Source: an optimization exercise on an open RTL-to-GDS flow (aim: small area, a short achievable clock period and few clock cycles per item). Production flows keep margins and buffers that such runs may drop.
RTL that was checked went through simulation tests only; none was proved equivalent to the original.
For run 1, only the layout was checked, not whether the RTL still works.

===== flow/config.mk =====
export PLATFORM = sky130hd
export DESIGN_NAME = cordic
export DESIGN_NICKNAME = cordic
export VERILOG_FILES = /design/flow/design.v
export SDC_FILE = /design/flow/constraint.sdc
export NUM_CORES = 4
export LEC_CHECK = 0
export CAP_MARGIN = 20
export CORE_MARGIN = 2
export CORE_UTILIZATION = 40
export SETUP_SLACK_MARGIN = 2
export SLEW_MARGIN = 20

===== flow/constraint.sdc =====
create_clock -name core_clock -period 7.0 [get_ports {clk}]
set_input_delay 1.4000 -clock core_clock [delete_from_list [all_inputs] [get_ports {clk}]]
set_output_delay 1.4000 -clock core_clock [all_outputs]
set_load 0.01 [all_outputs]

===== flow/design.v =====
module cordic(
    input wire [31:0]   angle,
    input wire [1:0]    opt,
    input wire          enable,
    input wire          reset,
    input wire          clk,
    output wire signed [31:0] sin_out,
    output wire signed [31:0] cos_out,
    output wire               done
);
    localparam [17:0] K  = 18'd39797;
    localparam [17:0] NK = -18'd39797;
    function [17:0] atan_table;
        input [3:0] n;
        case (n)
            4'd0:  atan_table = 18'd51472;
            4'd1:  atan_table = 18'd30385;
            4'd2:  atan_table = 18'd16055;
            4'd3:  atan_table = 18'd8145;
            4'd4:  atan_table = 18'd4090;
            4'd5:  atan_table = 18'd2045;
            4'd6:  atan_table = 18'd1023;
            4'd7:  atan_table = 18'd512;
            4'd8:  atan_table = 18'd256;
            4'd9:  atan_table = 18'd128;
            4'd10: atan_table = 18'd64;
            4'd11: atan_table = 18'd32;
            4'd12: atan_table = 18'd16;
            4'd13: atan_table = 18'd8;
            4'd14: atan_table = 18'd4;
            default: atan_table = 18'd2;
        endcase
    endfunction
    reg signed [17:0] x, y;
    reg [17:0] z;
    reg [3:0] n;
    reg       done_r;
    reg       sat_r, neg_r;      
    reg       sin_en, cos_en;    
    wire run   = enable & ~done_r;
    wire first = (n == 4'd0);
    wire run0  = run & first;
    wire runk  = run & ~first;
    wire d = sat_r ? ~neg_r : ~z[17];
    wire [17:0] ys = y >>> n;
    wire [17:0] xs = x >>> n;
    wire [3*18-1:0] ad_a, ad_b, ad_s;
    wire [2:0]      ad_m;
    genvar gi;
    generate
        for (gi = 0; gi < 3; gi = gi + 1) begin : ad
            wire [17:0] a  = ad_a[18*gi +: 18];
            wire        m  = ad_m[gi];
            wire [17:0] bb = ad_b[18*gi +: 18] ^ {18{m}};
            wire [17:0] p0 = a ^ bb;
            wire [17:0] g0 = (a & bb) | {17'd0, p0[0] & m};
            wire [17:0] g1 = g0 | (p0 & {g0[16:0], 1'b0});
            wire [17:0] p1 = p0 & {p0[16:0], 1'b1};
            wire [17:0] g2 = g1 | (p1 & {g1[15:0], 2'b0});
            wire [17:0] p2 = p1 & {p1[15:0], 2'b11};
            wire [17:0] g3 = g2 | (p2 & {g2[13:0], 4'b0});
            wire [17:0] p3 = p2 & {p2[13:0], 4'hf};
            wire [17:0] g4 = g3 | (p3 & {g3[9:0], 8'b0});
            wire [17:0] p4 = p3 & {p3[9:0], 8'hff};
            wire [17:0] g5 = g4 | (p4 & {g4[1:0], 16'b0});
            assign ad_s[18*gi +: 18] = p0 ^ {g5[16:0], m};
        end
    endgenerate
    wire [17:0] z_in = first ? angle[17:0] : z;
    wire        z_d  = first ? ~angle[31] : d;
    assign ad_a = {z_in, y, x};
    assign ad_b = {atan_table(n), xs, ys};
    assign ad_m = {z_d, ~d, d};
    wire [17:0] x_nx = ad_s[17:0];
    wire [17:0] y_nx = ad_s[35:18];
    wire [17:0] z_nx = ad_s[53:36];
    wire angle_sat = ~((&angle[31:17]) | ~(|angle[31:17]));
    always @(posedge clk) begin
        sat_r  <= angle_sat;
        neg_r  <= angle[31];
        sin_en <= ~opt[0];
        cos_en <= ~(opt[1] & opt[0]);
        if (run) z <= z_nx;
    end
    always @(posedge clk or posedge reset) begin
        if (reset) begin
            x <= K;
            y <= 18'd0;
            n <= 4'd0;
            done_r <= 1'b0;
        end else begin
            if (runk) x <= x_nx;
            if (run)  y <= first ? (angle[31] ? NK : K) : y_nx;
            if (run)  n <= n + 4'd1;
            if (run && n == 4'd15) done_r <= 1'b1;
        end
    end
    assign done    = done_r;
    assign sin_out = {{14{y[17]}}, y} & {32{sin_en}};
    assign cos_out = {{14{x[17]}}, x} & {32{cos_en}};
endmodule

===== flow/run.sh =====
#!/bin/bash
# synth_recipe.tcl (not shown) runs the flow's synth.tcl, then flattens the netlist and writes it again
# the make line also repeats each setting of config.mk as NAME=value (left out here)
make -C /OpenROAD-flow-scripts/flow DESIGN_CONFIG=/design/flow/config.mk WORK_HOME=/design/flow/orfs CLKGATE_MAP_FILE= SYNTH_SCRIPT=/design/flow/synth_recipe.tcl finish

==> run_results.csv, run 1 <==
group,metric,value,unit
run_status,status,"no timing/DRC/antenna violations",
sta,final-hold-violation-count,0,
global_routing,grt_pass1_vias,6042,
sta,fin_crit_sh,68.9,%
placed_design,port_buffers,101,
finish,final_common_cell,"nand2_1",
floorplan,die_x,142,um
synth,synth-edff-count,18,
synth,syn_nets,1030,
critical_path,critPathLaunchType,"input port",
global_routing,grt_pass1_wl,32.2,mm
critical_path,critical_path_required,7100,ps
synth,syn_inst,934,
synth,avgSynthCellArea,8.15,um^2
hold_path,hp-class,"reg2reg",
finish,postLayoutCoreUtil,48.2,%
finish,diodes,0,
synth,ys_ff_latch,63,
placed_design,routabilityCongestion,0.834,
placed_design,hpwlAfterDp,14.8,mm
routing,drc,0,
clock_tree,clkTransAtPathRegs,60,ps
global_routing,grt.total_usage,20.1,%
routing,routed_wl,20.2,mm
critical_path,end_kind,"register",
finish,nNetsFinal,1074,
sta,drv_slew,0,
floorplan,fp.dieArea,20100,um^2
synth,yosysUniqueCellTypes,71,
floorplan,num_rows,50,
routing,drt_iter0_drc,349,
placed_design,place_area,8570,um^2
routing,wl_per_cell,16.6,um
global_routing,gr-total-overflow,0,
global_routing,grt_max_degree,49,
critical_path,cp.arrival,4920,ps
routing,viasPerCell,5.44,
synth,netlist_area,7610,um^2
clock_tree,htreeDepth,3,
clock_tree,cts_buffer_depth,2,
clock_tree,hold_buffers,0,
clock_tree,cts_tree,"built",
finish,nFillCells,1871,
sta,fmax,207,MHz
critical_path,cp_max_fo,7,
clock_tree,cts_buffers,9,
routing,drt_pass1_iterations,5,
sta,period_needed,4820,ps
floorplan,core,18700,um^2
sta,rsz0062_at_grt,"yes",
global_routing,grt_antenna_before_repair,0,
floorplan,io_pins,102,
critical_path,path_class,"in2reg",
sta,tns,0,ps
routing,num_vias,6622,
finish,area_delta_synth_final,18.4,%
synth,yosysSeqAreaShare,21.8,%
synth,ys.flop_type,"dfrtp_1",
synth,yosys_warnings,1,
sta,fin_skew,8.40,ps
floorplan,die_h,142,um
synth,async_flop_share,65.1,%
sta,finalSetupViolations,0,
finish,mostFrequentLayoutCells,"nand2_1, clkdlybuf4s50_1, o21ai_0, xnor2_1, a21oi_1",
run,cap_violations,0,
routing,antenna_left,0,
finish,drive_gt1_share,10.7,%
floorplan,initial_utilization,40.7,%
clock_tree,insertion_delay,340,ps
sta,slew_headroom,36.9,%
clock_tree,clockRootBuffer,"clkbuf_16",
sta,tightest_slew,945,ps
clock_tree,clock-sinks,63,
finish,postLayoutCellArea,9010,um^2
## stage by stage
step / hold slack, ps / std cells / worst slack (ps)
finish: 514 / 1217 / 2180
global route: 560 / 1217 / 1970
detailed placement: 514 / 1199 / 859
floorplan: 476 / 934 / 2050
CTS: 521 / 1215 / 2010
global placement: 512 / 1199 / 983
## state kept, by name, summed over array words and instances, names as in the netlist
signal  flops
x          18
done_r      1
neg_r       1
y          18
sin_en      1
sat_r       1
n           4
z          18
cos_en      1
## timing repair
| item | CTS | global route |
|---|---|---|
| resized for setup | 7 | 14 |
| gates cloned | 0 | 1 |
| buffers inserted | 0 | 1 |
| setup endpoints to repair | 7 | 5 |
## cells in the mapped netlist (all sizes together) (7+ instances only)
cell type  count  area share [%]
nor3          17             1.1
clkbuf        36             1.8
nor2b         12            0.99
o21ai         87             5.8
mux4          24             7.1
a21o           9            0.89
a31oi          8            0.66
dfstp         10             3.5
and3           7            0.64
and2          38             3.1
mux2          14             2.2
edfxtp        18             7.1
xor2          20             2.3
a21oi         70             4.8
nand3         22             1.4
nand2        155             7.6
nand4          7            0.58
nor2          53             2.6
nand2b         8            0.66
inv           24             1.2
ha            56             9.2
buf           43             3.9
mux2i         31             4.3
dfrtp         31              10
xnor2         71             8.2
## final timing paths
kind / start / endpoint / slack [ps] / cells after the start
worst max-delay path: angle[31] / z[16] / 2180 / 16
worst min-delay path: x[2] / x[2] / 510 / 2
worst max register to register: n[0] / z[16] / 2370 / 18
worst min register to register: x[2] / x[2] / 510 / 2
max in group asynchronous: reset / n[2] / 4700 / 2
min in group asynchronous: reset / y[2] / 1600 / 2
## layer usage
metal | track usage [%] | vias to the layer above | share of wire, %
li1 | - | 3350 | -
met1 | 29.4 | 3119 | 50
met2 | 31.7 | 137 | 45
met3 | 1.92 | 16 | 3.8
met4 | 5.74 | 0 | 1.2
met5 | 0 | - | 0
## layout make-up
cell class                      count  area [um^2]  share of cell area (%)
Inverter                           24         93.8                    1.04
Multi-Input combinational cell    768         5500                    61.1
Tap cell                          234          293                    3.25
Clock buffer                       11          243                    2.69
Sequential cell                    63         1670                    18.5
Timing Repair inverter              1         5.00                  0.0556
Timing Repair Buffer              111         1120                    12.5
Clock inverter                      5         81.3                   0.903
## critical path, cell delays in order
cell and delay, ps:
clkdlybuf4s15_2 280, or4bb_1 620, o21ai_4 180, inv_2 150, xnor2_1 160, ha_1 360, o21ai_1 140, a21boi_0 150
o21a_1 210, o21ai_0 150, nand2b_1 100, a41o_1 290, o41ai_4 280, o2111ai_1 170, a21oi_1 200, xnor2_1 80
## cells by family (layout without fill, tap and decap cells)
group	Yosys count	count (layout)	share of synthesized area [%]
flops	63	63	21.8
compound gates	211	211	16.6
fa+ha+maj	59	59	10.0
buf+inv	103	152	6.82
simple gates	338	338	20.7
mux	69	69	13.6
xor+xnor	91	91	10.5
==> run 2, diff against run 1 <==
==> flow/design.v (replaced) <==
module cordic(
    input wire [31:0]   angle,
    input wire [1:0]    opt,
    input wire          enable,
    input wire          reset,
    input wire          clk,
    output wire signed [31:0] sin_out,
    output wire signed [31:0] cos_out,
    output wire               done
);
    localparam [17:0] K  = 18'd39797;
    localparam [17:0] NK = -18'd39797;
    function [17:0] atan_table;
        input [3:0] n;
        case (n)
            4'd2:  atan_table = 18'd16055;
            4'd3:  atan_table = 18'd8145;
            4'd4:  atan_table = 18'd4090;
            4'd5:  atan_table = 18'd2045;
            4'd6:  atan_table = 18'd1023;
            4'd7:  atan_table = 18'd512;
            4'd8:  atan_table = 18'd256;
            4'd9:  atan_table = 18'd128;
            4'd10: atan_table = 18'd64;
            4'd11: atan_table = 18'd32;
            4'd12: atan_table = 18'd16;
            4'd13: atan_table = 18'd8;
            4'd14: atan_table = 18'd4;
            default: atan_table = 18'd2;
        endcase
    endfunction
    function [17:0] addsub;
        input [17:0] a, b;
        input        m;      
        reg [18:0] s;
        begin
            s = {a, 1'b1} + {b ^ {18{m}}, m};
            addsub = s[18:1];
        end
    endfunction
    reg signed [17:0] x, y;
    reg [17:0] z;
    reg [4:0]  n;                
    reg [3:0]  sx, sy;           
    reg        dx, dyn, dz;      
    reg        sat_r, neg_r;     
    reg        sin_en, cos_en;   
    wire done_r = n[4];
    wire run    = enable & ~done_r;
    wire first  = (n[3:0] == 4'd0);
    wire st1    = (n[3:0] == 4'd1);
    wire last   = (n[3:0] == 4'd15);
    wire runk   = run & ~first;
    wire [17:0] ys = y >>> sx;
    wire [17:0] xs = x >>> sy;
    wire [17:0] x_nx = addsub(x, ys, dx);
    wire [17:0] y_nx = addsub(y, xs, dyn);
    reg [17:0] zc01;
    always @* begin
        case ({neg_r, dz})
            2'b01:   zc01 = -18'd81857;
            2'b00:   zc01 = -18'd21087;
            2'b11:   zc01 =  18'd21087;
            default: zc01 =  18'd81857;
        endcase
    end
    wire [17:0] z_nx = addsub(z, st1 ? zc01 : atan_table(n[3:0]), dz & ~st1);
    wire signed [17:0] a18 = angle[17:0];
    wire d1 = angle[31] ? (a18 >= -18'sd51472) : (a18 >= 18'sd51472);
    wire angle_sat = ~((&angle[31:17]) | ~(|angle[31:17]));
    wire d_nx = first ? (angle_sat ? ~angle[31] : d1)
                      : (sat_r ? ~neg_r : ~z_nx[17]);
    always @(posedge clk) begin
        sat_r  <= angle_sat;
        neg_r  <= angle[31];
        sin_en <= ~opt[0];
        cos_en <= ~(opt[1] & opt[0]);
        if (run) begin
            z   <= first ? angle[17:0] : z_nx;
            dx  <= d_nx;
            dyn <= ~d_nx;
            dz  <= d_nx;
        end
    end
    always @(posedge clk or posedge reset) begin
        if (reset) begin
            x  <= K;
            y  <= 18'd0;
            n  <= 5'd0;
            sx <= 4'd0;
            sy <= 4'd0;
        end else if (run) begin
            if (!first) x <= (last & ~cos_en) ? 18'd0 : x_nx;
            y  <= first ? (angle[31] ? NK : K) :
                  (last & ~sin_en) ? 18'd0 : y_nx;
            n  <= n + 5'd1;
            sx <= n[3:0] + 4'd1;
            sy <= n[3:0] + 4'd1;
        end
    end
    assign done    = done_r;
    assign sin_out = {{14{y[17]}}, y};
    assign cos_out = {{14{x[17]}}, x};
endmodule
--- a/flow/config.mk
+++ b/flow/config.mk
@@ -5,8 +5,9 @@
 export SDC_FILE = /design/flow/constraint.sdc
 export NUM_CORES = 4
 export LEC_CHECK = 0
+export ABC_AREA = 1
 export CAP_MARGIN = 20
 export CORE_MARGIN = 2
 export CORE_UTILIZATION = 40
-export SETUP_SLACK_MARGIN = 2
+export SETUP_SLACK_MARGIN = 2.5
 export SLEW_MARGIN = 20
==> run 2 against run 1 <==
Against the previous run: highest routed layer unchanged; clock skew increased by 2.3 ps; non-clock buffer count fell by 2; still clean; cell area increased by 0.71%; hold slack better by 12 ps; maximum frequency rose by 17%; routed wire length is 12% higher; critical path depth up 1; global-route usage is 2.6 points higher; register-to-register slack improved by 520 ps.
==> run_results.csv, run 2 <==
group,metric,value,unit
sta,tightest_slew,810,ps
synth,yosys_warnings,1,
synth,ys_ff_latch,65,
routing,drc,0,
clock_tree,cts_buffers,9,
sta,fin_skew,10.7,ps
hold_path,hp-class,"reg2reg",
global_routing,grt_pass1_vias,7336,
clock_tree,cts_tree,"built",
synth,netlist_area,7760,um^2
placed_design,hpwlAfterDp,17.7,mm
sta,final-hold-violation-count,0,
clock_tree,insertion_delay,350,ps
finish,diodes,0,
finish,final_common_cell,"nand2_1",
global_routing,grt_max_degree,42,
clock_tree,clockRootBuffer,"clkbuf_16",
finish,mostFrequentLayoutCells,"nand2_1, o21ai_0, clkdlybuf4s50_1, a21oi_1, inv_1",
clock_tree,hold_buffers,0,
routing,drt_pass1_iterations,6,
placed_design,port_buffers,101,
floorplan,die_h,143,um
finish,seq_area,1730,um^2
synth,yosysUniqueCellTypes,58,
sta,period_needed,4110,ps
synth,synth-edff-count,20,
sta,finalSetupViolations,0,
routing,antenna_left,0,
floorplan,fp.dieArea,20500,um^2
critical_path,end_kind,"register",
synth,avgSynthCellArea,6.70,um^2
finish,drive_gt1_share,6.90,%
run,cap_violations,0,
finish,nNetsFinal,1311,
critical_path,cp.arrival,4330,ps
finish,nFillCells,2049,
synth,synth_top_area_share,14.7,%
floorplan,num_rows,50,
global_routing,grt.total_usage,22.6,%
routing,num_vias,7843,
global_routing,grt_pass1_wl,37.1,mm
run_status,status,"no timing/DRC/antenna violations",
critical_path,path_class,"reg2reg",
finish,largestRegisters,"x x18, y x18, z x18",
floorplan,initial_utilization,41.1,%
sta,fin_crit_sh,58.7,%
sta,slew_headroom,46.0,%
sta,fmax,243,MHz
routing,drt_iter0_drc,534,
synth,syn_inst,1158,
critical_path,cp_max_fo,40,
critical_path,critical_path_required,7220,ps
synth,synth.most_common_cell,"nand2_1",
floorplan,io_pins,102,
synth,ys.flop_type,"dfrtp_1",
synth,synth_common_cells,"nand2_1, o21ai_0, a21oi_1",
clock_tree,cts_buffer_depth,2,
sta,drv_slew,0,
floorplan,core,18900,um^2
critical_path,critPathLaunchType,"register",
routing,routed_wl,22.7,mm
synth,yosys.area.top_type,"nand2_1",
sta,rsz0062_at_grt,"yes",
synth,syn_nets,1256,
global_routing,gr-total-overflow,0,
routing,viasPerCell,5.31,
routing,wl_per_cell,15.4,um
sta,tns,0,ps
floorplan,die_x,143,um
synth,synth_area_leaders,"nand2_1, dfrtp_1, ha_1, o21ai_0, edfxtp_1",
global_routing,grt_antenna_before_repair,0,
placed_design,routabilityCongestion,0.936,
clock_tree,clkTransAtPathRegs,60,ps
synth,yosysSeqAreaShare,22.2,%
clock_tree,clock-sinks,65,
synth,async_flop_share,63.1,%
placed_design,place_area,8740,um^2
finish,postLayoutCellArea,9070,um^2
finish,multiInputGateArea,5250,um^2
finish,area_delta_synth_final,17.0,%
clock_tree,htreeDepth,3,
[run 2: cell count changes after synthesis, sizes merged, moves of 25 or more]
cell   delta
xor2     +37
xnor2    -59
and2     -38
nand3    +44
nand2   +161
inv      +71
o21ai    +56
mux2i    -25
[run 2: what timing repair did]
item                       CTS  global route
buffers inserted             0             0
gates resized for setup      1             5
setup endpoints to repair    3            24
[run 2: per-stage QoR]
| step | instances | setup slack (ps) | util [%] | hold WS, ps |
|---|---|---|---|---|
| 3_3_place_gp | 1461 | 2530 | 46.3 | 507 |
| 3_5_place_dp | 1461 | 2440 | 46.3 | 516 |
| 4_1_cts | 1477 | 2590 | 47.9 | 529 |
| 6_report | 1478 | 2890 | 48.0 | 526 |
| 5_1_grt | 1478 | 2500 | 48.0 | 543 |
| 2_1_floorplan | 1158 | 3320 | - | 493 |
[run 2: kinds of logic (layout without fill, tap and decap cells)]
kind of cell	after synthesis	count (layout)	synth area share, %
buffers and inverters	164	224	10.1
adder cells (fa/ha/maj)	61	61	9.84
XOR/XNOR	69	69	7.79
AO/OA/AOI/OAI	304	304	22.3
flip-flops	65	65	22.2
multiplexers	6	6	0.774
AND/OR/NAND/NOR	489	489	27.0
[run 2: per-layer routing]
layer / vias to the layer above / GRT usage, % / wire (um)
met3: 28 / 3.32 / 1220
met1: 3558 / 30.2 / 10200
li1: 4024 / - / -
met2: 233 / 38.7 / 10900
met4: 0 / 5.16 / 358
met5: - / 0 / 0
[run 2: layout make-up]
class,count,share of cell area [%]
sequential,65,19.0
inverter,99,4.22
clock inverter,7,0.841
tap,260,3.59
multi-input combinational,929,57.9
timing repair buffer,109,11.9
clock buffer,9,2.48
[run 2: path summary, 6_finish.rpt]
kind	slack [ps]	end	depth (start not counted)	from
worst max-delay path	2890	y[10]	17	n[0]
worst min-delay path	530	x[15]	2	x[15]
worst max register to register	2890	y[10]	17	n[0]
worst min register to register	530	x[15]	2	x[15]
max in group asynchronous	5130	x[0]	3	reset
min in group asynchronous	1320	y[13]	2	reset
[run 2: critical path, cell delays in order (launching register included)]
cell and delay [ps]:
dfrtp_4 660, buf_4 290, o21ai_0 350, mux2i_1 190, nand2_1 90, o21ai_0 130, nand2_1 80, o21ai_0 100
xor2_1 180, ha_1 370, nand2_1 100, nor3_1 420, a21o_1 250, a21oi_1 140, o21ai_0 280, a21boi_0 150
o21ai_0 110, a22oi_1 90
Testbench counts of run 2, summed over its fixed seeds: cycles 43,200, items 2,400.
==> run 3, diff against run 2 <==
--- a/flow/config.mk
+++ b/flow/config.mk
@@ -9,5 +9,5 @@
 export CAP_MARGIN = 20
 export CORE_MARGIN = 2
 export CORE_UTILIZATION = 40
-export SETUP_SLACK_MARGIN = 2.5
+export SETUP_SLACK_MARGIN = 3
 export SLEW_MARGIN = 20
==> run 3 against run 2 <==
Against the previous run: final cell count grew 0.34%; routed wire length grew 1.3%; highest routed layer unchanged; critical path type unchanged; sequential share of layout area shrank 0.15 points.
==> run_results.csv, run 3 <==
group,metric,value,unit
floorplan,core,18900,um^2
critical_path,cp.arrival,3980,ps
clock_tree,clockRootBuffer,"clkbuf_16",
sta,tns,0,ps
routing,drt_pass1_iterations,5,
routing,viasPerCell,5.33,
sta,drv_slew,0,
global_routing,grt_max_degree,42,
synth,synth-edff-count,20,
critical_path,r2r-end,"y[10]",
finish,nNetsFinal,1316,
global_routing,gr-total-overflow,0,
hold_path,min_delay_worst_endpoint,"x[15]",
floorplan,die_h,143,um
placed_design,port_buffers,101,
sta,final-hold-violation-count,0,
hold_path,min_path_cells,2,
clock_tree,clock-sinks,65,
critical_path,critPathLaunchType,"register",
clock_tree,htreeDepth,3,
global_routing,grt_pass1_wl,37.1,mm
critical_path,cp.depth,17,
critical_path,worst-r2r-setup-slack,3250,ps
sta,fin_crit_sh,53.6,%
floorplan,initial_utilization,41.1,%
critical_path,path_cells,"buf_6 -> o21ai_0 -> mux2i_1 -> nand2_1 -> o21ai_0 -> nand2_1 -> o21ai_0 -> xor2_1 -> ha_1 -> nand2_1 -> o21ai_0 -> a21o_1 -> a21oi_2 -> o21ai_0 -> a21boi_0 -> o21ai_0 -> a22oi_1",
sta,finalSetupViolations,0,
routing,drc,0,
sta,tightest_slew,814,ps
critical_path,critPathBufInv,1,
sta,whs,525,ps
floorplan,io_pins,102,
synth,syn_nets,1256,
global_routing,grt_pass1_vias,7333,
global_routing,grt_antenna_before_repair,0,
sta,fin_skew,11.2,ps
sta,rsz0062_at_grt,"yes",
run,cap_violations,0,
critical_path,cpLargestDelayFamily,"compound AO/OA/AOI/OAI gates",
hold_path,hp-class,"reg2reg",
finish,stdcell_count,1483,
synth,netlist_area,7760,um^2
hold_path,worstHoldStart,"x[15]",
synth,synth_common_cells,"nand2_1, o21ai_0, a21oi_1",
clock_tree,hold_buffers,0,
synth,ys.flop_type,"dfrtp_1",
sta,period_needed,3750,ps
finish,drive_gt1_share,7.60,%
critical_path,slowest_stage,"dfrtp_4",
floorplan,num_rows,50,
clock_tree,cts_buffer_depth,2,
synth,yosysSeqAreaShare,22.2,%
synth,synth_area_leaders,"nand2_1, dfrtp_1, ha_1, o21ai_0, edfxtp_1",
routing,drt_iter0_drc,518,
critical_path,end_kind,"register",
synth,avgSynthCellArea,6.70,um^2
clock_tree,cts_tree,"built",
placed_design,placed_cells,1461,
global_routing,grt.total_usage,22.6,%
clock_tree,insertion_delay,360,ps
floorplan,fp.dieArea,20500,um^2
clock_tree,clkTransAtPathRegs,70,ps
sta,slew_headroom,45.8,%
routing,antenna_left,0,
synth,yosys.area.top_type,"nand2_1",
critical_path,reg2reg_depth,17,
routing,routed_wl,23.0,mm
critical_path,cp_max_fo,22,
synth,syn_inst,1158,
finish,nFillCells,2041,
floorplan,die_x,143,um
placed_design,routabilityCongestion,0.936,
sta,fmax,266,MHz
clock_tree,cts_buffers,9,
finish,mostFrequentLayoutCells,"nand2_1, o21ai_0, clkdlybuf4s50_1, a21oi_1, inv_1",
finish,final_common_cell,"nand2_1",
synth,yosysUniqueCellTypes,58,
critical_path,max_stage_delay,600,ps
critical_path,path_class,"reg2reg",
finish,largestRegisters,"x x18, y x18, z x18",
synth,synth_top_area_share,14.7,%
synth,synth.most_common_cell,"nand2_1",
critical_path,r2r_start,"n[0]",
routing,wl_per_cell,15.5,um
routing,num_vias,7909,
finish,diodes,0,
critical_path,critical_path_required,7220,ps
run_status,status,"no timing/DRC/antenna violations",
synth,async_flop_share,63.1,%
synth,yosys_warnings,1,
placed_design,hpwlAfterDp,17.7,mm
critical_path,crit_top_cell,"o21ai_0",
finish,area_delta_synth_final,18.2,%
synth,ys_ff_latch,65,
[run 3: kinds of logic after synthesis]
| family | after synthesis | share of synthesized area [%] |
|---|---|---|
| compound gates | 304 | 22.3 |
| flops | 65 | 22.2 |
| mux | 6 | 0.774 |
| fa+ha+maj | 61 | 9.84 |
| buf+inv | 164 | 10.1 |
| xor+xnor | 69 | 7.79 |
| simple gates | 489 | 27.0 |
[run 3: metal layers]
layer,wire [um],track usage (%),vias to the layer above
met3,1260,3.32,32
met1,10300,30.1,3605
met5,0,0,-
li1,-,-,4030
met2,11000,38.8,242
met4,329,5.16,0
[run 3: area by class of cell]
cell class	count	area, um^2	area share [%]
multi-input cells	929	5280	57.5
well taps	260	325	3.55
flip-flops and latches	65	1730	18.9
clock buffers	9	225	2.46
clock inverters	7	76.3	0.832
repair buffers	114	1140	12.4
inverters	99	400	4.37
[run 3: worst max path at each step]
stage,start,endpoint,slack (ps)
floorplan,n[1],z[16],3320
global placement,n[1],z[16],2530
detailed placement,n[1],z[16],2440
CTS,n[1],z[16],3000
global route,n[3],z[16],2940
finish,n[0],y[10],3250
[run 3: what timing repair did]
item / 4_1_cts / 5_1_grt
pin swaps: 0 / 1
endpoints found under the hold margin: 0 / 0
resized for setup: 7 / 23
setup buffers: 0 / 5
setup endpoints to repair: 39 / 32
[run 3: worst min-delay path, cell delays in order (launching register included)]
cell     delay, ps
dfstp_2        410
nand2_1         70
nand2_1         50
[run 3: per-stage QoR]
stage               util (%)  instance area (um^2)  setup WS, ps
finish                  48.5                  9170          3250
global route            48.5                  9170          2940
CTS                     47.9                  9060          3000
detailed placement      46.3                  8740          2440
global placement        46.3                  8740          2530
floorplan                  -                  7760          3320
==> run 4, diff against run 3 <==
--- a/flow/config.mk
+++ b/flow/config.mk
@@ -9,5 +9,5 @@
 export CAP_MARGIN = 20
 export CORE_MARGIN = 2
 export CORE_UTILIZATION = 40
-export SETUP_SLACK_MARGIN = 3
+export SETUP_SLACK_MARGIN = 4
 export SLEW_MARGIN = 20
==> run 4 against run 3 <==
Against the previous run: routed wire length up 14%; die area unchanged; via count up 8.2%; sequential share of layout area down 3.3 points.
==> run_results.csv, run 4 <==
group,metric,value,unit
clock_tree,clock-sinks,65,
floorplan,num_rows,50,
sta,final-hold-violation-count,0,
critical_path,max_stage_delay,510,ps
critical_path,critPathBufInv,5,
routing,drt_pass1_iterations,6,
floorplan,io_pins,102,
global_routing,grt_antenna_before_repair,0,
sta,fin_crit_sh,49.6,%
clock_tree,cts_buffer_depth,2,
critical_path,end_kind,"register",
placed_design,place_area,8830,um^2
critical_path,r2r_start,"n[0]",
critical_path,cp_max_fo,5,
sta,rsz0062_at_grt,"yes",
synth,yosys_warnings,1,
routing,antenna_left,0,
critical_path,path_class,"reg2reg",
critical_path,cpLargestDelayFamily,"compound AO/OA/AOI/OAI gates",
critical_path,worst-r2r-setup-slack,3530,ps
clock_tree,cts_buffers,9,
finish,area_delta_synth_final,43.8,%
synth,synth.most_common_cell,"nand2_1",
routing,num_vias,8556,
routing,viasPerCell,5.44,
floorplan,fp.dieArea,20500,um^2
synth,yosysSeqAreaShare,22.2,%
critical_path,reg2reg_depth,21,
placed_design,port_buffers,101,
hold_path,min_path_cells,2,
finish,postLayoutCellArea,11200,um^2
synth,async_flop_share,63.1,%
sta,tns,0,ps
routing,drt_iter0_drc,488,
critical_path,r2r-end,"z[16]",
synth,yosysUniqueCellTypes,58,
floorplan,die_x,143,um
finish,drive_gt1_share,30.5,%
clock_tree,clockRootBuffer,"clkbuf_16",
finish,final_common_cell,"nand2_1",
synth,ys_ff_latch,65,
synth,synth_xor_area_share,7.79,%
global_routing,gr-total-overflow,0,
global_routing,grt_pass1_wl,40.4,mm
routing,wl_per_cell,16.6,um
sta,fin_skew,10.0,ps
global_routing,grt_max_degree,42,
synth,synthAdderAreaFrac,9.84,%
placed_design,hpwlAfterDp,17.9,mm
clock_tree,insertion_delay,360,ps
finish,largestRegisters,"x x18, y x18, z x18",
floorplan,core,18900,um^2
global_routing,grt.total_usage,24.9,%
synth,synth_top_family_by_area,"simple AND/OR/NAND/NOR gates",
synth,avgSynthCellArea,6.70,um^2
finish,mostFrequentLayoutCells,"nand2_1, clkdlybuf4s50_1, buf_4, inv_1, nand3_1",
synth,yosys.area.top_type,"nand2_1",
routing,routed_wl,26.2,mm
sta,fmax,288,MHz
synth,synth_top_area_share,14.7,%
synth,synth_common_cells,"nand2_1, o21ai_0, a21oi_1",
critical_path,path_cells,"buf_6 -> buf_8 -> ha_4 -> inv_6 -> nor2_4 -> o21ai_0 -> nand3_1 -> o21ai_0 -> inv_1 -> ha_4 -> nand2_1 -> inv_1 -> a21boi_2 -> nand2_2 -> nor2_4 -> o21bai_4 -> a21boi_2 -> o21ai_2 -> or2_1 -> nand3_1 -> nand2_1",
floorplan,initial_utilization,41.1,%
synth,synth_compound_area_share,22.3,%
synth,synth_area_leaders,"nand2_1, dfrtp_1, ha_1, o21ai_0, edfxtp_1",
global_routing,grt_pass1_vias,7960,
routing,drc,0,
sta,period_needed,3470,ps
critical_path,critical_path_required,7110,ps
floorplan,die_h,143,um
placed_design,placed_cells,1460,
clock_tree,cts_tree,"built",
finish,diodes,0,
critical_path,cp.arrival,3580,ps
run_status,status,"no timing/DRC/antenna violations",
synth,synthMuxAreaShare,0.774,%
hold_path,worstHoldStart,"x[15]",
finish,stdcell_count,1574,
synth,synth-edff-count,20,
placed_design,routabilityCongestion,0.910,
finish,nNetsFinal,1407,
sta,finalSetupViolations,0,
finish,nFillCells,1762,
synth,netlist_area,7760,um^2
synth,syn_nets,1256,
clock_tree,htreeDepth,3,
clock_tree,clkTransAtPathRegs,70,ps
hold_path,min_delay_worst_endpoint,"x[15]",
critical_path,slowest_stage,"dfrtp_4",
synth,ys.flop_type,"dfrtp_1",
sta,slew_headroom,36.5,%
sta,drv_slew,0,
sta,tightest_slew,952,ps
synth,yosys.area_share.simple,27.0,%
run,cap_violations,0,
synth,syn_inst,1158,
hold_path,hp-class,"reg2reg",
critical_path,critPathLaunchType,"register",
-- run 4: cell type report --
cell class	instances	area (um^2)	share of cell area, %
Timing Repair Buffer	204	1990	17.9
Clock buffer	10	239	2.14
Tap cell	260	325	2.92
Multi-Input combinational cell	929	6330	56.8
Clock inverter	6	67.6	0.606
Inverter	99	455	4.08
Sequential cell	65	1730	15.6
Timing Repair inverter	1	8.76	0.0785
-- run 4: cells by family (layout without fill, tap and decap cells) --
kind of cell / Yosys count / in the layout
adders and majority gates: 61 / 61
and+or+nand+nor: 489 / 489
DFF: 65 / 65
buffers and inverters: 164 / 320
xor gates and xnor gates: 69 / 69
AOI/OAI and AO/OA: 304 / 304
muxes: 6 / 6
-- run 4: how the worst max path moves through the flow --
| stage | startpoint | end | slack (ps) | depth (start not counted) |
|---|---|---|---|---|
| 4_1_cts | n[0] | y[12] | 3710 | 17 |
| 5_1_grt | n[0] | z[16] | 3360 | 21 |
| 3_5_place_dp | enable | x[10] | 2650 | 10 |
| 2_1_floorplan | n[1] | z[16] | 3640 | 23 |
| 3_3_place_gp | enable | x[1] | 2730 | 10 |
| 6_report | n[0] | z[16] | 3530 | 21 |
-- run 4: what timing repair did --
action	CTS	global route
pin swaps	66	91
endpoints found under the setup margin	86	65
cloned	4	2
hold buffers	0	0
setup buffers	53	39
resized for setup	193	161
-- run 4: worst register-to-register path, delay by kind of cell (launching register included) --
family / cells / cell delay [ps]
compound gates: 6 / 890
fa+ha+maj: 2 / 430
buf+inv: 5 / 540
flops: 1 / 510
simple gates: 8 / 860
-- run 4: per-stage QoR --
| stage | hold slack (ps) | setup slack (ps) | utilization, % |
|---|---|---|---|
| finish | 528 | 3530 | 59.0 |
| global route | 553 | 3360 | 59.0 |
| CTS | 524 | 3710 | 54.2 |
| detailed placement | 512 | 2650 | 46.8 |
| global placement | 511 | 2730 | 46.7 |
| floorplan | 493 | 3640 | - |
-- run 4: routing by layer --
metal | share of wire, % | global-route usage, %
met2 | 49 | 43.6
met5 | 0 | 0
met3 | 5.1 | 2.72
met1 | 43 | 32.2
met4 | 2.4 | 7.48
==> run 5, diff against run 4 <==
--- a/flow/config.mk
+++ b/flow/config.mk
@@ -9,5 +9,5 @@
 export CAP_MARGIN = 20
 export CORE_MARGIN = 2
 export CORE_UTILIZATION = 40
-export SETUP_SLACK_MARGIN = 4
+export SETUP_SLACK_MARGIN = 4.5
 export SLEW_MARGIN = 20
==> run 5 against run 4 <==
Against the previous run: synthesized cell count unchanged; non-clock buffer count is 58 higher; die area stayed put; critical path depth shrank 1; critical path type unchanged; via count rose by 4.1%; largest cell class unchanged; cell area grew 4.4%; worst setup slack better by 31 ps; utilization up 2.6 points; critical endpoint is now y[6].
==> run_results.csv, run 5 <==
group,metric,value,unit
run_status,status,"no timing/DRC/antenna violations",
sta,slew_headroom,45.2,%
critical_path,cp.arrival,3660,ps
routing,viasPerCell,5.45,
sta,tightest_slew,821,ps
synth,yosysUniqueCellTypes,58,
critical_path,critPathLaunchType,"register",
clock_tree,cts_buffers,9,
clock_tree,cts_buffer_depth,2,
sta,fmax,290,MHz
critical_path,worst-r2r-setup-slack,3560,ps
synth,ys_ff_latch,65,
critical_path,reg2reg_depth,20,
finish,drive_gt1_share,36.8,%
clock_tree,insertion_delay,350,ps
synth,syn_inst,1158,
critical_path,end_kind,"register",
finish,mostFrequentLayoutCells,"nand2_1, buf_4, inv_1",
clock_tree,clock-sinks,65,
finish,final_common_cell,"nand2_1",
sta,period_needed,3440,ps
sta,drv_slew,0,
synth,synth.most_common_cell,"nand2_1",
finish,postLayoutCoreUtil,61.6,%
placed_design,port_buffers,101,
critical_path,cp_max_fo,5,
routing,routed_wl,27.5,mm
global_routing,grt.total_usage,25.7,%
floorplan,core,18900,um^2
sta,tns,0,ps
finish,diodes,0,
clock_tree,htreeDepth,3,
critical_path,r2r-end,"y[6]",
floorplan,io_pins,102,
sta,final-hold-violation-count,0,
routing,wl_per_cell,16.8,um
synth,synth_top_area_share,14.7,%
synth,yosys.area.top_type,"nand2_1",
sta,fin_crit_sh,49.2,%
synth,yosys_warnings,1,
floorplan,die_x,143,um
critical_path,r2r_start,"n[0]",
finish,area_delta_synth_final,50.1,%
routing,antenna_left,0,
hold_path,min_delay_worst_endpoint,"x[15]",
sta,fin_skew,6.59,ps
global_routing,grt_pass1_vias,8268,
hold_path,worstHoldStart,"x[15]",
global_routing,gr-total-overflow,0,
synth,ys.flop_type,"dfrtp_1",
placed_design,hpwlAfterDp,17.8,mm
floorplan,num_rows,50,
finish,nNetsFinal,1468,
clock_tree,cts_tree,"built",
synth,yosysSeqAreaShare,22.2,%
floorplan,die_h,143,um
floorplan,fp.dieArea,20500,um^2
global_routing,grt_pass1_wl,41.5,mm
placed_design,routabilityCongestion,0.919,
synth,synth_common_cells,"nand2_1, o21ai_0, a21oi_1",
synth,syn_nets,1256,
sta,finalSetupViolations,0,
global_routing,grt_antenna_before_repair,0,
hold_path,min_path_cells,2,
synth,async_flop_share,63.1,%
routing,num_vias,8905,
routing,drc,0,
sta,rsz0062_at_grt,"yes",
synth,netlist_area,7760,um^2
synth,avgSynthCellArea,6.70,um^2
synth,synth_area_leaders,"nand2_1, dfrtp_1, ha_1, o21ai_0, edfxtp_1",
hold_path,hp-class,"reg2reg",
routing,drt_iter0_drc,580,
synth,synth-edff-count,20,
floorplan,initial_utilization,41.1,%
clock_tree,clockRootBuffer,"clkbuf_16",
sta,whs,527,ps
finish,largestRegisters,"x x18, y x18, z x18",
run,cap_violations,0,
routing,drt_pass1_iterations,6,
critical_path,path_class,"reg2reg",
critical_path,critical_path_required,7220,ps
global_routing,grt_max_degree,42,
clock_tree,clkTransAtPathRegs,60,ps
[run 5: metal layers]
metal | vias up | part of all wire (%) | global-route usage [%]
li1 | 4355 | - | -
met1 | 4108 | 41 | 31.7
met2 | 362 | 50 | 45.9
met3 | 80 | 6.2 | 4.02
met4 | 0 | 2.8 | 8.05
met5 | - | 0 | 0
[run 5: repair_timing]
item / 4_1_cts / 5_1_grt
setup endpoints to repair: 122 / 92
gates cloned: 7 / 2
buffers inserted: 93 / 54
hold buffers: 0 / 0
pin swaps: 52 / 63
resized for setup: 386 / 203
[run 5: cell type report]
cell class / instances / area, um^2
well taps: 260 / 325
multi-input cells: 929 / 6330
inverters: 99 / 460
clock inverters: 5 / 56.3
fillers: 1708 / 7250
flip-flops and latches: 65 / 1740
repair buffers: 262 / 2470
repair inverters: 4 / 27.5
clock buffers: 11 / 233
[run 5: how the worst max path moves through the flow]
stage | from | to | depth (start not counted)
after global placement | enable | x[1] | 10
final | n[0] | y[6] | 20
after detailed placement | enable | x[10] | 10
after CTS | n[0] | y[12] | 17
after floorplan | n[1] | z[16] | 23
after global routing | n[0] | y[14] | 21
[run 5: logic make-up (layout without fill, tap and decap cells)]
| group | after synthesis | in the layout | synth area share (%) |
|---|---|---|---|
| and+or+nand+nor | 489 | 489 | 27.0 |
| AOI/OAI and AO/OA | 304 | 304 | 22.3 |
| buffers and inverters | 164 | 381 | 10.1 |
| xor gates and xnor gates | 69 | 69 | 7.79 |
| DFF | 65 | 65 | 22.2 |
| adders and majority gates | 61 | 61 | 9.84 |
| muxes | 6 | 6 | 0.774 |
[run 5: metrics by stage]
step	area, um^2	std cells	setup WS [ps]
floorplan	7990	1158	3640
global placement	8950	1462	2750
detailed placement	8950	1462	2650
CTS	10500	1578	3630
global route	11600	1635	3370
finish	11600	1635	3560
[run 5: worst max-delay path: stages (launching register included)]
cell and delay [ps]:
dfrtp_4 530, buf_6 140, buf_12 130, nand2_4 50, o21ai_2 60, or2_4 240, o21ai_2 70, mux2i_1 100
buf_4 170, o21ai_4 130, xor2_1 180, ha_1 310, a21oi_2 210, o21ai_2 90, a21o_1 220, nand3_2 100
nand2_2 70, buf_4 150, or2_4 220, nand3_2 70, a22oi_2 60
==> run 6, diff against run 5 <==
--- a/flow/config.mk
+++ b/flow/config.mk
@@ -9,5 +9,5 @@
 export CAP_MARGIN = 20
 export CORE_MARGIN = 2
 export CORE_UTILIZATION = 40
-export SETUP_SLACK_MARGIN = 4.5
+export SETUP_SLACK_MARGIN = 3.5
 export SLEW_MARGIN = 20
==> run 6 against run 5 <==
Against the previous run: clock skew increased by 0.60 ps; die area unchanged; critical endpoint is now y[14]; maximum frequency increased by 0.35%; hold slack got worse by 3.0 ps; non-clock buffer count decreased by 119; synthesized area unchanged; synthesized cell count unchanged; still clean; worst setup slack improved by 12 ps; sequential share of layout area increased by 2.7 points.
==> run_results.csv, run 6 <==
group,metric,value,unit
hold_path,hp-class,"reg2reg",
sta,period_needed,3430,ps
critical_path,r2r-end,"y[14]",
clock_tree,insertion_delay,350,ps
sta,fin_skew,7.20,ps
critical_path,path_class,"reg2reg",
synth,synth_top_area_share,14.7,%
synth,yosysSeqAreaShare,22.2,%
finish,seq_area,1730,um^2
sta,finalSetupViolations,0,
synth,yosys_warnings,1,
critical_path,crit_top_cell,"nand2_1",
finish,final_common_cell,"nand2_1",
routing,wl_per_cell,16.0,um
clock_tree,cts_buffers,9,
synth,synth-edff-count,20,
routing,wl_met1,10.4,mm
critical_path,crit_path_end,"y[14]",
global_routing,grt.total_usage,23.2,%
synth,syn_inst,1158,
critical_path,cp.arrival,3690,ps
finish,drive_gt1_share,15.9,%
routing,antenna_left,0,
finish,mostFrequentLayoutCells,"nand2_1, clkdlybuf4s50_1, inv_1, o21ai_0, a21oi_1",
synth,avgSynthCellArea,6.70,um^2
synth,async_flop_share,63.1,%
finish,nFillCells,1912,
critical_path,worst-r2r-setup-slack,3570,ps
floorplan,num_rows,50,
placed_design,dpl_worst_slack,2510,ps
sta,worst_slack,3570,ps
run,cap_violations,0,
routing,drt_iter0_drc,517,
clock_tree,htreeDepth,3,
global_routing,grt_max_degree,42,
routing,drt_pass1_iterations,6,
critical_path,end_kind,"register",
sta,rsz0062_at_grt,"yes",
clock_tree,cts_tree,"built",
global_routing,grt_pass1_wl,37.7,mm
critical_path,startpoint,"n[0]",
synth,netlist_area,7760,um^2
sta,tns,0,ps
synth,synth.most_common_cell,"nand2_1",
routing,drc,0,
critical_path,cp_max_fo,7,
synth,ys_ff_latch,65,
critical_path,max_stage_delay,580,ps
sta,fmax,291,MHz
placed_design,routabilityCongestion,0.916,
floorplan,die_x,143,um
routing,num_vias,8203,
sta,slew_headroom,34.2,%
clock_tree,clkTransAtPathRegs,60,ps
floorplan,io_pins,102,
floorplan,die_h,143,um
critical_path,slowest_stage,"dfrtp_4",
clock_tree,cts_buffer_depth,2,
global_routing,grt_antenna_before_repair,0,
sta,drv_slew,0,
finish,largestRegisters,"x x18, y x18, z x18",
placed_design,hpwlAfterDp,17.8,mm
floorplan,fp.dieArea,20500,um^2
critical_path,critical_path_required,7260,ps
critical_path,reg2reg_depth,19,
routing,top_layer_used,"met4",
synth,syn_nets,1256,
synth,synth_common_cells,"nand2_1, o21ai_0, a21oi_1",
global_routing,gr-total-overflow,0,
critical_path,path_cells,"buf_6 -> nand2_1 -> o21ai_1 -> or2_2 -> o21ai_2 -> mux2i_2 -> o21ai_1 -> xor2_1 -> ha_1 -> a21oi_2 -> o21ai_2 -> a21o_1 -> nand3_1 -> nand2_1 -> nand3_1 -> nand2_1 -> a21boi_1 -> o21ai_0 -> a22oi_1",
floorplan,initial_utilization,41.1,%
finish,area_delta_synth_final,26.5,%
critical_path,critPathLaunchType,"register",
sta,fin_crit_sh,49.0,%
finish,nNetsFinal,1346,
routing,routed_wl,24.3,mm
clock_tree,clock-sinks,65,
sta,final-hold-violation-count,0,
sta,tightest_slew,986,ps
placed_design,port_buffers,101,
run_status,status,"no timing/DRC/antenna violations",
synth,yosys.area.top_type,"nand2_1",
routing,route.met2.wl,11.8,mm
clock_tree,clockRootBuffer,"clkbuf_16",
synth,synth_area_leaders,"nand2_1, dfrtp_1, ha_1, o21ai_0, edfxtp_1",
floorplan,core,18900,um^2
synth,ys.flop_type,"dfrtp_1",
global_routing,grt_pass1_vias,7417,
clock_tree,hold_buffers,0,
synth,yosysUniqueCellTypes,58,
routing,wl_met3,1.43,mm
critical_path,r2r_start,"n[0]",
routing,viasPerCell,5.42,
finish,diodes,0,
finish,postLayoutCoreUtil,52.0,%
finish,multiInputGateArea,5620,um^2
run 6: cell types whose count changed in the layout (fill, tap and decap cells not counted), moves of 23 or more:
cell,change
o21ai_2,-33
buf_4,-80
buf_2,-23
buf_6,-52
clkdlybuf4s50_1,+66
nand2_1,+24
o21ai_0,+31
run 6: timing repair:
| action | CTS | global route |
|---|---|---|
| setup buffers | 12 | 23 |
| cloned | 0 | 2 |
| pin swaps | 8 | 34 |
| setup endpoints to repair | 52 | 36 |
| resized for setup | 41 | 123 |
run 6: worst min path at each step:
stage	from	end	slack, ps	cells after the start
2_1_floorplan	x[15]	x[15]	490	2
3_3_place_gp	n[4]	n[4]	510	1
3_5_place_dp	n[4]	n[4]	510	1
4_1_cts	n[4]	n[4]	520	1
5_1_grt	x[15]	x[15]	540	2
6_report	x[15]	x[15]	520	2
run 6: cells by family after synthesis:
logic type               synth area share, %
flip-flops                              22.2
AND/OR/NAND/NOR                         27.0
AO/OA/AOI/OAI                           22.3
buffers and inverters                   10.1
multiplexers                           0.774
adder cells (fa/ha/maj)                 9.84
XOR/XNOR                                7.79
run 6: per-layer routing:
layer  vias up  GRT usage [%]
li1       4108              -
met1      3766           29.5
met2       272           40.0
met3        57           3.35
met4         0           8.57
met5         -              0
run 6: cell type report:
class                   count  area share [%]
clock buffers              10            2.33
clock inverters             6           0.701
inverters                  99            4.33
multi-input cells         929            57.3
flip-flops and latches     65            17.7
well taps                 260            3.31
repair buffers            143            14.3
repair inverters            1          0.0892
run 6: through the flow:
step	cells	area [um^2]	hold slack, ps
final	1513	9820	524
after global routing	1513	9820	536
after CTS	1488	9290	525
after detailed placement	1460	8760	511
after global placement	1460	8760	509
after floorplan	1158	7780	493
run 6: worst max-delay path, delay by kind of cell (launching register included):
kind | cells | cell delay, ps
simple gates | 6 | 670
buf+inv | 1 | 180
mux | 1 | 120
xor+xnor | 1 | 220
compound gates | 9 | 1250
flops | 1 | 580
fa+ha+maj | 1 | 310
==> run 7, diff against run 6 <==
==> flow/flow/run.sh (new file) <==
#!/bin/bash
# The standard layout (standard.sh), with the port buffers made from
# sky130_fd_sc_hd__buf_1 instead of the default delay buffer. ORFS writes each
# step's log under orfs/logs; make's own output goes to make.log.
set -euo pipefail
bash standard.sh 'BUFFER_PORTS_ARGS=-buffer_cell sky130_fd_sc_hd__buf_1' finish > make.log 2>&1
==> flow/standard.sh (new file) <==
#!/bin/bash
# synth_recipe.tcl (not shown) runs the flow's synth.tcl, then flattens the netlist and writes it again
# the make line also repeats each setting of config.mk as NAME=value (left out here)
make -C /OpenROAD-flow-scripts/flow DESIGN_CONFIG=/design/flow/config.mk WORK_HOME=/design/flow/orfs CLKGATE_MAP_FILE= SYNTH_SCRIPT=/design/flow/synth_recipe.tcl "${@:-finish}"
removed: flow/run.sh
==> run 7 against run 6 <==
Against the previous run: clock skew is 0.72 ps lower; register-to-register slack better by 20 ps; hold slack hardly changed; critical endpoint is now z[16]; synthesized area stayed put; sequential cell count stayed put; final cell count is 0.79% higher; global-route usage is 0.28 points higher; critical path type unchanged; largest cell class unchanged; cell area is 4.6% lower.
==> run_results.csv, run 7 <==
group,metric,value,unit
placed_design,hpwlAfterDp,17.6,mm
placed_design,port_buffers,101,
sta,final-hold-violation-count,0,
critical_path,slowest_stage,"dfrtp_4",
global_routing,gr-total-overflow,0,
sta,worst_slack,3590,ps
synth,avgSynthCellArea,6.70,um^2
routing,wl_per_cell,16.3,um
critical_path,critPathBufInv,4,
global_routing,grt_pass1_vias,7475,
sta,drv_slew,0,
global_routing,grt.total_usage,23.5,%
floorplan,fp.dieArea,20500,um^2
finish,area_delta_synth_final,20.7,%
clock_tree,cts_buffer_depth,2,
routing,top_layer_used,"met4",
synth,ys.flop_type,"dfrtp_1",
routing,viasPerCell,5.39,
floorplan,core,18900,um^2
sta,rsz0062_at_grt,"yes",
clock_tree,clkTransAtPathRegs,60,ps
routing,num_vias,8216,
synth,synth-edff-count,20,
run,cap_violations,0,
global_routing,grt_antenna_before_repair,0,
finish,largestRegisters,"x x18, y x18, z x18",
run_status,status,"no timing/DRC/antenna violations",
clock_tree,cts_tree,"built",
finish,mostFrequentLayoutCells,"nand2_1, buf_1, inv_1, a21oi_1, o21ai_0",
synth,synth_top_area_share,14.7,%
synth,synth_area_leaders,"nand2_1, dfrtp_1, ha_1, o21ai_0, edfxtp_1",
global_routing,grt_pass1_wl,38.0,mm
clock_tree,clock-sinks,65,
floorplan,io_pins,102,
critical_path,critPathLaunchType,"register",
sta,slew_headroom,46.8,%
floorplan,die_h,143,um
routing,drt_iter0_drc,509,
floorplan,num_rows,50,
finish,diodes,0,
critical_path,path_class,"reg2reg",
sta,fin_skew,6.48,ps
synth,yosys.area.top_type,"nand2_1",
finish,nNetsFinal,1358,
clock_tree,clockRootBuffer,"clkbuf_16",
clock_tree,cts_buffers,9,
synth,syn_inst,1158,
synth,async_flop_share,63.1,%
finish,postLayoutCellArea,9360,um^2
placed_design,dpl_worst_slack,2660,ps
synth,synth.most_common_cell,"nand2_1",
global_routing,grt_max_degree,42,
synth,synth_common_cells,"nand2_1, o21ai_0, a21oi_1",
sta,finalSetupViolations,0,
synth,yosysUniqueCellTypes,58,
synth,ys_ff_latch,65,
routing,routed_wl,24.9,mm
synth,netlist_area,7760,um^2
floorplan,die_x,143,um
routing,drt_pass1_iterations,6,
floorplan,initial_utilization,41.1,%
critical_path,path_cells,"buf_12 -> ha_4 -> inv_4 -> nor2_8 -> buf_4 -> a311oi_2 -> xor2_1 -> inv_1 -> ha_4 -> a21oi_4 -> o21ai_2 -> nand2_1 -> nand2_2 -> nor2_4 -> o21bai_4 -> a21boi_2 -> o21ai_1 -> or2_1 -> nand3_1 -> nand2_1",
critical_path,max_stage_delay,560,ps
routing,antenna_left,0,
sta,period_needed,3410,ps
critical_path,cp_max_fo,8,
finish,drive_gt1_share,16.5,%
placed_design,routabilityCongestion,0.975,
critical_path,cpLargestDelayFamily,"compound AO/OA/AOI/OAI gates",
critical_path,critical_path_required,7110,ps
critical_path,cp.arrival,3520,ps
routing,wl_met1,11.1,mm
sta,fmax,293,MHz
sta,tns,0,ps
sta,tightest_slew,798,ps
routing,wl_met3,1.26,mm
clock_tree,insertion_delay,350,ps
sta,fin_crit_sh,48.7,%
synth,yosys_warnings,1,
synth,yosysSeqAreaShare,22.2,%
critical_path,worst-r2r-setup-slack,3590,ps
finish,final_common_cell,"nand2_1",
routing,drc,0,
critical_path,end_kind,"register",
hold_path,hp-class,"reg2reg",
placed_design,place_area,8110,um^2
clock_tree,htreeDepth,3,
finish,nFillCells,1974,
routing,route.met2.wl,11.9,mm
synth,syn_nets,1256,
[run 7: cell types whose count changed in the layout (fill, tap and decap cells not counted), sizes merged]
cell / before / now
clkdlybuf4s50: 101 / 0
clkinvlp: 5 / 2
inv: 95 / 94
bufinv: 1 / 2
clkinv: 5 / 10
buf: 41 / 152
[run 7: final cells by class]
type	instances	area (um^2)	share of cell area, %
clock buffers	9	225	2.41
clock inverters	7	93.8	1.00
flip-flops and latches	65	1740	18.6
multi-input cells	929	5670	60.5
repair inverters	2	17.5	0.187
inverters	99	432	4.61
repair buffers	154	865	9.23
well taps	260	325	3.47
[run 7: metal layers]
metal,vias up,track usage [%]
li1,4116,-
met1,3773,31.4
met2,278,39.5
met3,49,2.38
met4,0,8.20
met5,-,0
[run 7: logic make-up after synthesis]
logic type	synth area share [%]
simple gates	27.0
flops	22.2
buf+inv	10.1
xor+xnor	7.79
mux	0.774
fa+ha+maj	9.84
compound gates	22.3
[run 7: repair_timing]
item	4_1_cts	5_1_grt
pin swaps	5	41
cloned	1	2
endpoints found under the hold margin	0	0
endpoints found under the setup margin	51	35
hold buffers	0	0
resized for setup	34	135
setup buffers	13	35
[run 7: path summary, 6_finish.rpt]
path                       start  endpoint  depth (start not counted)
setup / recovery            n[0]     z[16]                         20
max in group asynchronous  reset      n[2]                          2
hold reg to reg             n[4]      n[4]                          1
min in group asynchronous  reset     y[13]                          2
hold / removal              n[4]      n[4]                          1
setup reg to reg            n[0]     z[16]                         20
[run 7: stage by stage]
step	hold slack, ps	util, %	std cells
final	524	49.6	1525
after global routing	556	49.6	1525
after CTS	528	45.8	1488
after detailed placement	517	42.9	1458
after global placement	508	42.9	1458
after floorplan	493	-	1158
[run 7: worst reg2reg max path, delay by kind of cell, from the launching register on]
kind	cells	cell delay, ps
AOI/OAI and AO/OA	6	800
buffers and inverters	4	500
xor gates and xnor gates	1	180
DFF	1	560
and+or+nand+nor	7	670
adders and majority gates	2	450
==> run 8, diff against run 7 <==
==> flow/flow/run.sh (replaced) <==
#!/bin/bash
# The standard layout (standard.sh) with extra ORFS settings: port buffers
# made from sky130_fd_sc_hd__buf_1. ORFS writes each step's log under orfs/logs;
# make's own output goes to make.log.
set -euo pipefail
bash standard.sh 'BUFFER_PORTS_ARGS=-buffer_cell sky130_fd_sc_hd__buf_1' finish > make.log 2>&1
--- a/flow/config.mk
+++ b/flow/config.mk
@@ -8,6 +8,6 @@
 export ABC_AREA = 1
 export CAP_MARGIN = 20
 export CORE_MARGIN = 2
-export CORE_UTILIZATION = 40
+export CORE_UTILIZATION = 60
 export SETUP_SLACK_MARGIN = 3.5
 export SLEW_MARGIN = 20
==> run 8 against run 7 <==
Against the previous run: still clean on timing, DRC and antenna; synthesized cell count unchanged; worst setup slack worse by 66 ps; critical path depth grew 1; via count rose by 2.7%; largest cell class unchanged.
==> run_results.csv, run 8 <==
group,metric,value,unit
critical_path,max_stage_delay,550,ps
synth,synth_common_cells,"nand2_1, o21ai_0, a21oi_1",
sta,tightest_slew,989,ps
finish,seq_area,1740,um^2
finish,nNetsFinal,1357,
global_routing,grt_pass1_wl,35.5,mm
critical_path,path_cells,"inv_12 -> buf_4 -> buf_4 -> nor2_4 -> buf_4 -> buf_4 -> nand2_1 -> nand3_1 -> o21ai_1 -> xor2_1 -> ha_1 -> nand2_1 -> o21ai_1 -> a21o_1 -> nand3_1 -> nand2_1 -> nand3_1 -> nand2_1 -> a21boi_1 -> o21ai_0 -> a22oi_1",
finish,multiInputGateArea,5510,um^2
synth,synth_area_leaders,"nand2_1, dfrtp_1, ha_1, o21ai_0, edfxtp_1",
synth,synth-edff-count,20,
finish,mostFrequentLayoutCells,"nand2_1, buf_1, inv_1, o21ai_0, a21oi_1",
floorplan,die_x,118,um
hold_path,hp-class,"reg2reg",
synth,yosys.area_share.simple,27.0,%
critical_path,r2r-end,"y[14]",
critical_path,end_kind,"register",
finish,nFillCells,1103,
clock_tree,clock-sinks,65,
critical_path,cp.arrival,3680,ps
synth,yosys_warnings,1,
critical_path,path_class,"reg2reg",
floorplan,core,12600,um^2
run_status,status,"no timing/DRC/antenna violations",
finish,final_common_cell,"nand2_1",
synth,syn_inst,1158,
finish,largestRegisters,"x x18, y x18, z x18",
sta,tns,0,ps
global_routing,grt_antenna_before_repair,0,
synth,synthMuxAreaShare,0.774,%
critical_path,critical_path_required,7210,ps
global_routing,grt_pass1_vias,7250,
critical_path,reg2reg_depth,21,
synth,synth.most_common_cell,"nand2_1",
clock_tree,clkTransAtPathRegs,60,ps
synth,ys_ff_latch,65,
routing,drt_pass1_iterations,6,
sta,period_needed,3480,ps
clock_tree,cts_tree,"built",
synth,yosysSeqAreaShare,22.2,%
floorplan,fp.dieArea,13900,um^2
synth,yosysUniqueCellTypes,58,
clock_tree,cts_buffers,9,
global_routing,gr-total-overflow,0,
clock_tree,htreeDepth,3,
critical_path,cp_max_fo,11,
routing,wl_per_cell,16.5,um
global_routing,grt.total_usage,31.6,%
synth,synth_compound_area_share,22.3,%
clock_tree,clockRootBuffer,"clkbuf_16",
synth,netlist_area,7760,um^2
sta,fmax,288,MHz
sta,finalSetupViolations,0,
sta,rsz0062_at_grt,"yes",
synth,synth_xor_area_share,7.79,%
sta,drv_slew,0,
placed_design,hpwlAfterDp,16.4,mm
run,cap_violations,0,
sta,final-hold-violation-count,0,
critical_path,worst-r2r-setup-slack,3520,ps
floorplan,num_rows,41,
synth,synth_top_area_share,14.7,%
synth,ys.flop_type,"dfrtp_1",
critical_path,startpoint,"n[1]",
floorplan,initial_utilization,61.5,%
critical_path,slowest_stage,"dfrtp_4",
finish,area_delta_synth_final,16.7,%
sta,fin_skew,3.19,ps
synth,syn_nets,1256,
routing,drc,0,
clock_tree,insertion_delay,350,ps
floorplan,die_h,118,um
routing,num_vias,8438,
floorplan,io_pins,102,
placed_design,routabilityCongestion,0.981,
finish,diodes,0,
synth,synth_top_family_by_area,"simple AND/OR/NAND/NOR gates",
sta,fin_crit_sh,49.7,%
critical_path,r2r_start,"n[1]",
critical_path,critPathLaunchType,"register",
sta,slew_headroom,34.1,%
critical_path,crit_path_end,"y[14]",
routing,viasPerCell,5.88,
synth,async_flop_share,63.1,%
routing,antenna_left,0,
finish,drive_gt1_share,14.7,%
clock_tree,cts_buffer_depth,2,
global_routing,grt_max_degree,42,
placed_design,port_buffers,101,
routing,routed_wl,23.7,mm
synth,avgSynthCellArea,6.70,um^2
synth,synthAdderAreaFrac,9.84,%
routing,drt_iter0_drc,1016,
synth,yosys.area.top_type,"nand2_1",
==> run 8: cell counts after synthesis <==
Identical to the previous run, type by type.
==> run 8: worst min-delay path by stage <==
stage | from | to | slack, ps | depth (start not counted)
after global routing | x[12] | x[12] | 540 | 2
after floorplan | x[15] | x[15] | 490 | 2
final | x[12] | x[12] | 510 | 2
after detailed placement | x[15] | x[15] | 510 | 2
after global placement | n[4] | n[4] | 500 | 1
after CTS | x[12] | x[12] | 510 | 2
==> run 8: worst max-delay path: cells and delay by family (launching register included) <==
family                     cells  cell delay [ps]
AOI/OAI and AO/OA              6              850
xor gates and xnor gates       1              170
adders and majority gates      1              360
buffers and inverters          5              610
DFF                            1              550
and+or+nand+nor                8              770
==> run 8: what timing repair did <==
| action | in CTS | in global routing |
|---|---|---|
| pin swaps | 0 | 30 |
| gates cloned | 0 | 1 |
| endpoints found under the hold margin | 0 | 0 |
| endpoints found under the setup margin | 51 | 35 |
| hold buffers | 0 | 0 |
| gates resized for setup | 33 | 103 |
| setup buffers | 8 | 41 |
==> run 8: kinds of logic after synthesis <==
| logic type | after synthesis |
|---|---|
| adder cells (fa/ha/maj) | 61 |
| multiplexers | 6 |
| XOR/XNOR | 69 |
| AND/OR/NAND/NOR | 489 |
| buffers and inverters | 164 |
| flip-flops | 65 |
| AO/OA/AOI/OAI | 304 |
==> run 8: final cells by class <==
type                    instances  share of cell area (%)
clock buffers                  11                    2.68
clock inverters                 5                   0.870
inverters                      99                    4.78
multi-input cells             929                    60.8
flip-flops and latches         65                    19.2
well taps                     172                    2.38
repair buffers                154                    9.20
repair inverters                1                  0.0967
==> run 8: layer usage <==
metal / up-vias / part of all wire (%) / routed length [um] / track usage (%)
met5: - / 0 / 0 / 0
met4: 0 / 3.3 / 775 / 11.8
met3: 73 / 8.0 / 1890 / 3.97
met2: 427 / 47 / 11200 / 53.4
met1: 3825 / 42 / 9840 / 41.4
li1: 4113 / - / - / -
==> run 8: metrics by stage <==
step                std cells  setup WS (ps)  hold slack [ps]  area (um^2)  util, %
detailed placement       1370           2700              506         8000     63.4
CTS                      1394           3370              514         8480     67.2
global route             1436           3380              539         9060     71.8
global placement         1370           2740              504         8000     63.4
finish                   1436           3520              513         9060     71.8
floorplan                1158           3500              493         7780        -

port drivers added, routing unchanged:
The results above use ideal ports. As a check the final layouts listed here were re-extracted and re-timed, cells and wires unchanged.
Step 1 assumes that a clkbuf_16 drives the clock port and a buf_2 every other input.
Step 2 moves the port delays by t, midway between the first and last clock arrival at a register: inputs arrive t later, outputs are due t later. That takes back most of the time a late clock gives input paths.
Three values: no drivers, after step 1, after step 2; two values: the first two.
run | t (ns) | setup slack, ns | clock arrival spread, ns | cell pins on the clock port's net
run 1 | 0.382 | 2.176 / 2.194 / 1.812 | 0.010 / 0.009 | 1
run 2 | 0.387 | 2.893 / 2.893 / 2.688 | 0.010 / 0.011 | 1
run 3 | 0.389 | 3.245 / 3.245 / 3.005 | 0.011 / 0.011 | 1
run 4 | 0.398 | 3.526 / 3.526 / 3.526 | 0.010 / 0.010 | 1
run 5 | 0.389 | 3.556 / 3.556 / 3.556 | 0.006 / 0.007 | 1
run 6 | 0.391 | 3.568 / 3.568 / 3.397 | 0.008 / 0.007 | 1
run 7 | 0.394 | 3.591 / 3.591 / 3.417 | 0.006 / 0.006 | 1
run 8 | 0.388 | 3.524 / 3.524 / 3.524 | 0.003 / 0.003 | 1
After both steps every run listed still meets setup and hold. The setup slack of run 1, which loses most, moves by +0.018 ns with the drivers and by -0.364 ns with both steps.
